This is an optimization exercise on Yosys and OpenROAD, whose aim is small area, a short achievable clock period and few clock cycles per item, not a production implementation.

==> trial 30 <==
Design Final_p, start of the top module:
module Final_p(quotient, remainder, done, rowk, columnk, equal, clk, rst);
==> module Final_p, before the edit <==
module Final_p(quotient, remainder, done, rowk, columnk, equal, clk, rst);
output [15:0] quotient, remainder;
output done;
input equal, clk, rst;
input [3:0] rowk, columnk;
wire row_ok = (rowk == 4'd1) | (rowk == 4'd2) | (rowk == 4'd4) | (rowk == 4'd8);
wire col_ok = (columnk == 4'd1) | (columnk == 4'd2) | (columnk == 4'd4) | (columnk == 4'd8);
wire kv = row_ok & col_ok;
wire [3:0] d;
assign d[3] = rowk[3] | (rowk[2] & ~columnk[1]) | (rowk[1] & columnk[3]);
assign d[2] = rowk[3] | (rowk[1] & ~columnk[3]) | (rowk[0] & columnk[3]);
assign d[1] = ((rowk[3] | rowk[2]) & (columnk[3] | columnk[2])) |
              ((rowk[1] | rowk[0]) & (columnk[2] | columnk[1]));
assign d[0] = (rowk[3] & (columnk[3] | columnk[1])) | (rowk[2] & (columnk[3] | columnk[0])) |
              ((rowk[1] | rowk[0]) & (columnk[2] | columnk[0]));
reg prev_kv;
wire press = kv & ~prev_kv;
reg [2:0] cnt;		 
reg full;		 
reg [15:0] r;		 
reg [15:0] dv;		 
reg [15:0] q;		 
reg [4:0] p;		 
reg nz;			 
wire dnz = (d != 4'd0);
wire first = (cnt == 3'd4);
wire last = (cnt == 3'd7);
wire nzp = nz & ~first;					 
wire [3:0] nd = d[3] ? d : d[2] ? {d[2:0], 1'b0} : d[1] ? {d[1:0], 2'b0} : {d[0], 3'b0};
wire [2:0] pdec = ~cnt[2] ? 3'd1 : (nzp | d[3]) ? 3'd4 : d[2] ? 3'd3 : d[1] ? 3'd2 : 3'd1;
wire [4:0] pn = p - {2'b00, pdec};
reg [4:0] pa;
always @(*) begin
	case ({cnt[1:0], d[3], d[2], d[1]})
		5'b00100, 5'b00101, 5'b00110, 5'b00111: pa = 5'd12;
		5'b00010, 5'b00011: pa = 5'd11;
		5'b00001: pa = 5'd10;
		5'b00000: pa = 5'd9;
		5'b01100, 5'b01101, 5'b01110, 5'b01111: pa = 5'd8;
		5'b01010, 5'b01011: pa = 5'd7;
		5'b01001: pa = 5'd6;
		5'b01000: pa = 5'd5;
		5'b10100, 5'b10101, 5'b10110, 5'b10111: pa = 5'd4;
		5'b10010, 5'b10011: pa = 5'd3;
		5'b10001: pa = 5'd2;
		5'b10000: pa = 5'd1;
		5'b11100, 5'b11101, 5'b11110, 5'b11111: pa = 5'd0;
		5'b11010, 5'b11011: pa = 5'd31;
		5'b11001: pa = 5'd30;
		default: pa = 5'd29;
	endcase
end
wire [3:0] val = press ? (nzp ? d : nd) : 4'd0;
wire [6:0] t = {3'b000, val} << p[1:0];
wire [4:0] nib;				 
assign nib[0] = (p[4:2] == 3'b111);
assign nib[1] = (p[4:2] == 3'b000);
assign nib[2] = (p[4:2] == 3'b001);
assign nib[3] = (p[4:2] == 3'b010);
assign nib[4] = (p[4:2] == 3'b011);
wire [15:0] placed;
genvar gi;
generate
	for (gi = 0; gi < 16; gi = gi + 1) begin : pl_bits
		if (gi % 4 == 3) begin : hi
			assign placed[gi] = nib[gi / 4 + 1] & t[3];
		end
		else begin : lo
			assign placed[gi] = (nib[gi / 4 + 1] & t[gi % 4]) | (nib[gi / 4] & t[gi % 4 + 4]);
		end
	end
endgenerate
wire run = ~((p[4:2] == 3'b011) | (p[4:2] == 3'b100) | (p[4:2] == 3'b101) | (p[4:2] == 3'b110));
wire step = full & run;
wire [16:0] diff = {1'b0, r} - {1'b0, dv};
wire ge = ~diff[16];
assign done = equal & full & ~run;
assign quotient = q;
assign remainder = r;
always @(posedge clk or posedge rst) begin
	if (rst) begin
		prev_kv <= 1'b0;
		cnt <= 3'd0;
		full <= 1'b0;
	end
	else begin
		prev_kv <= kv;
		if (press) begin
			cnt <= {cnt[2] ^ (cnt[1] & cnt[0]), cnt[1] ^ cnt[0], ~cnt[0]};
			full <= last;
		end
	end
end
always @(posedge clk) begin
	if (press & ~cnt[2])
		r <= {r[11:0], d};
	else if (step & ge)
		r <= diff[15:0];
	if (cnt[2])
		dv <= ((press & first) ? 16'd0 : dv) | placed;
	else
		dv <= {1'b0, dv[15:1]};
	if ((press & last) | step)
		q <= cnt[2] ? 16'd0 : {q[14:0], ge};
	if (press) begin
		if (~cnt[2]) begin
			if (cnt[1:0] == 2'd0)
				p <= dnz ? pa : 5'b11100;
			else if (~nz & dnz)
				p <= pa;
			nz <= (nz & (cnt[1:0] != 2'd0)) | dnz;
		end
		else begin
			nz <= nzp | dnz;
			if (nzp | dnz)
				p <= pn;
			else if (last)
				p <= 5'd11;		 
		end
	end
	else if (step)
		p <= pn;
end
endmodule
Settings: LEC_CHECK=0, CAP_MARGIN=20, CORE_MARGIN=2, CORE_UTILIZATION=65, PLACE_DENSITY=0.8, SETUP_SLACK_MARGIN=1.25, SLEW_MARGIN=20; clock period 4.0 ns.
standard.sh (not shown) runs the stock make flow with config.mk's settings and CLKGATE_MAP_FILE= SYNTH_SCRIPT=/design/flow/synth_recipe.tcl, a recipe that flattens the netlist after the stock synthesis.
==> flow/flow/run.sh <==
#!/bin/bash
# The standard layout (standard.sh), with these make settings changed:
#  - plain sky130_fd_sc_hd__buf_1 cells as the port buffers (every port still gets one);
#  - MATCH_CELL_FOOTPRINT=0: the resizer may swap a cell for any other of the
#    same function;
#  - CTS_ARGS: clock tree synthesis without dummy loads.
# Synthesis is the standard one.  The full make output goes to standard.log.
set -u
bash standard.sh finish \
  'BUFFER_PORTS_ARGS=-buffer_cell sky130_fd_sc_hd__buf_1' \
  MATCH_CELL_FOOTPRINT=0 \
  'CTS_ARGS=-sink_clustering_enable -repair_clock_nets -dont_use_dummy_load -buf_list sky130_fd_sc_hd__clkbuf_4 -sink_clustering_size 40 -sink_clustering_max_diameter 200' > standard.log 2>&1
==> trial 74 (differences from trial 30) <==
--- a/flow/design.v
+++ b/flow/design.v
@@ -6,4 +6,15 @@
 input equal, clk, rst;
 input [3:0] rowk, columnk;
+function [4:0] add5;
+	input [4:0] x;
+	input [4:0] k;
+	integer v;
+	begin
+		add5 = 5'd0;
+		for (v = 0; v < 32; v = v + 1)
+			if (x == v)
+				add5 = v + k;
+	end
+endfunction
 wire row_ok = (rowk == 4'd1) | (rowk == 4'd2) | (rowk == 4'd4) | (rowk == 4'd8);
 wire col_ok = (columnk == 4'd1) | (columnk == 4'd2) | (columnk == 4'd4) | (columnk == 4'd8);
@@ -30,6 +41,9 @@
 wire nzp = nz & ~first;					 
 wire [3:0] nd = d[3] ? d : d[2] ? {d[2:0], 1'b0} : d[1] ? {d[1:0], 2'b0} : {d[0], 3'b0};
-wire [2:0] pdec = ~cnt[2] ? 3'd1 : (nzp | d[3]) ? 3'd4 : d[2] ? 3'd3 : d[1] ? 3'd2 : 3'd1;
-wire [4:0] pn = p - {2'b00, pdec};
+wire [4:0] pm1 = add5(p, 5'd31);
+wire [4:0] pm2 = add5(p, 5'd30);
+wire [4:0] pm3 = add5(p, 5'd29);
+wire [4:0] pm4 = add5(p, 5'd28);
+wire [4:0] pl = d[3] ? pm4 : d[2] ? pm3 : d[1] ? pm2 : pm1;
 reg [4:0] pa;
 always @(*) begin
@@ -53,5 +67,5 @@
 	endcase
 end
-wire [3:0] val = press ? (nzp ? d : nd) : 4'd0;
+wire [3:0] val = nzp ? d : nd;
 wire [6:0] t = {3'b000, val} << p[1:0];
 wire [4:0] nib;				 
@@ -74,8 +88,9 @@
 endgenerate
 wire run = ~((p[4:2] == 3'b011) | (p[4:2] == 3'b100) | (p[4:2] == 3'b101) | (p[4:2] == 3'b110));
-wire step = full & run;
+reg busy;
+wire step = full & busy & run;
 wire [16:0] diff = {1'b0, r} - {1'b0, dv};
 wire ge = ~diff[16];
-assign done = equal & full & ~run;
+assign done = equal & full & ~busy;
 assign quotient = q;
 assign remainder = r;
@@ -99,10 +114,12 @@
 	else if (step & ge)
 		r <= diff[15:0];
-	if (cnt[2])
-		dv <= ((press & first) ? 16'd0 : dv) | placed;
-	else
-		dv <= {1'b0, dv[15:1]};
-	if ((press & last) | step)
-		q <= cnt[2] ? 16'd0 : {q[14:0], ge};
+	if ((press & cnt[2]) | step)
+		dv <= cnt[2] ? ((first ? 16'd0 : dv) | placed) : {1'b0, dv[15:1]};
+	if (cnt[2] | step | (full & ~nz))
+		q <= cnt[2] ? 16'd0 : nz ? {q[14:0], ge} : 16'hFFFF;
+	if (press & last)
+		busy <= nzp | dnz;
+	else if (full)
+		busy <= busy & run & (p != 5'b11100);
 	if (press) begin
 		if (~cnt[2]) begin
@@ -115,12 +132,12 @@
 		else begin
 			nz <= nzp | dnz;
-			if (nzp | dnz)
-				p <= pn;
-			else if (last)
-				p <= 5'd11;		 
+			if (nzp)
+				p <= pm4;
+			else if (dnz)
+				p <= pl;
 		end
 	end
 	else if (step)
-		p <= pn;
+		p <= pm1;
 end
 endmodule
==> flow/flow/run.sh (replaced) <==
#!/bin/bash
# Standard ORFS layout, with plain buffers on the ports and the resizer free to
# swap any cell for another of the same function.
set -u
bash standard.sh finish \
  'BUFFER_PORTS_ARGS=-buffer_cell sky130_fd_sc_hd__buf_1' \
  MATCH_CELL_FOOTPRINT=0 > standard.log 2>&1
- CTS_BUF_LIST: not set -> sky130_fd_sc_hd__clkbuf_8
- CTS_CLUSTER_DIAMETER: not set -> 200
- CTS_CLUSTER_SIZE: not set -> 40
- SETUP_SLACK_MARGIN: 1.25 -> 1.3
==> impl_metrics.py <==
metrics = {
    "setup_path": {
        "worstSetupStartpoint": "rowk[1]",
        "critical_path_depth": 7,
        "r2r-start": "r[5]$_DFFE_PP_",
        "reg2reg_slack_ns": 1.34,
    },
    "placed_design": {
        "dpl_worst_slack_ns": 0.571,
    },
    "floorplan": {
        "rows": 28,
        "start_util": 0.673,
    },
    "route": {
        "wl_per_cell_um": 17.8,
        "wl_mm": 10.2,
    },
    "clocking": {
        "cts-root-buf": "clkbuf_4",
    },
    "yosys": {
        "yosys.area_share.adder": 0.0880,
        "synth_cells": 453,
        "synth_edf_count": 38,
    },
    "global_route": {
        "grt_pass1_vias": 3302,
        "grt_util_met2": 0.492,
    },
    "run_status": {
        "outcome": "finished clean",
    },
    "cells_and_area": {
        "seq_cells": 59,
    },
}
(the above is from trial 30)
==> impl_metrics.py <==
metrics = {
    "run_status": {
        "outcome": "finished clean",
    },
    "route": {
        "wl_mm": 11.1,
        "wl_per_cell_um": 18.1,
    },
    "clocking": {
        "cts-root-buf": "clkbuf_8",
    },
    "cells_and_area": {
        "seq_cells": 60,
    },
    "setup_path": {
        "reg2reg_slack_ns": 1.19,
        "worstSetupStartpoint": "dv[0]$_DFFE_PP_",
        "critical_path_depth": 10,
        "r2r-start": "dv[0]$_DFFE_PP_",
    },
    "yosys": {
        "synth_edf_count": 55,
        "synth_cells": 489,
    },
    "floorplan": {
        "rows": 30,
        "start_util": 0.664,
    },
    "global_route": {
        "grt_util_met2": 0.490,
    },
}
(the above is from trial 74)
No run of this note included a check of the RTL's function; only the layout flow was run.

==> what the ideal ports hide <==
Ports are ideal in the flow. The routed layouts listed here were re-timed in OpenROAD. Step 1 sets driving cells, clkbuf_16 on the clock port and buf_2 on the other inputs (assumed; they add their load-dependent delay and slew). Step 2 also shifts input and output timing later by t, the mid clock arrival at the registers, as if the neighbouring blocks saw the same clock. Three values: ideal, step 1, step 2; two values: the first two.
| run | t (ns) | setup WS [ns] | worst setup path at the end | worst register clock-pin slew, ns | cell pins on the clock port's net |
|---|---|---|---|---|---|
| trial 30 | 0.431 | 1.330 / 1.336 / 0.905 | input to register | 0.11 / 0.11 | 1 |
| trial 74 | 0.377 | 1.190 / 1.190 / 1.114 | input to register | 0.08 / 0.08 | 1 |
After both steps setup and hold are still met in every run listed. For trial 30, which loses most, drivers alone change the setup slack by +0.006 ns; drivers and shift together by -0.425 ns.
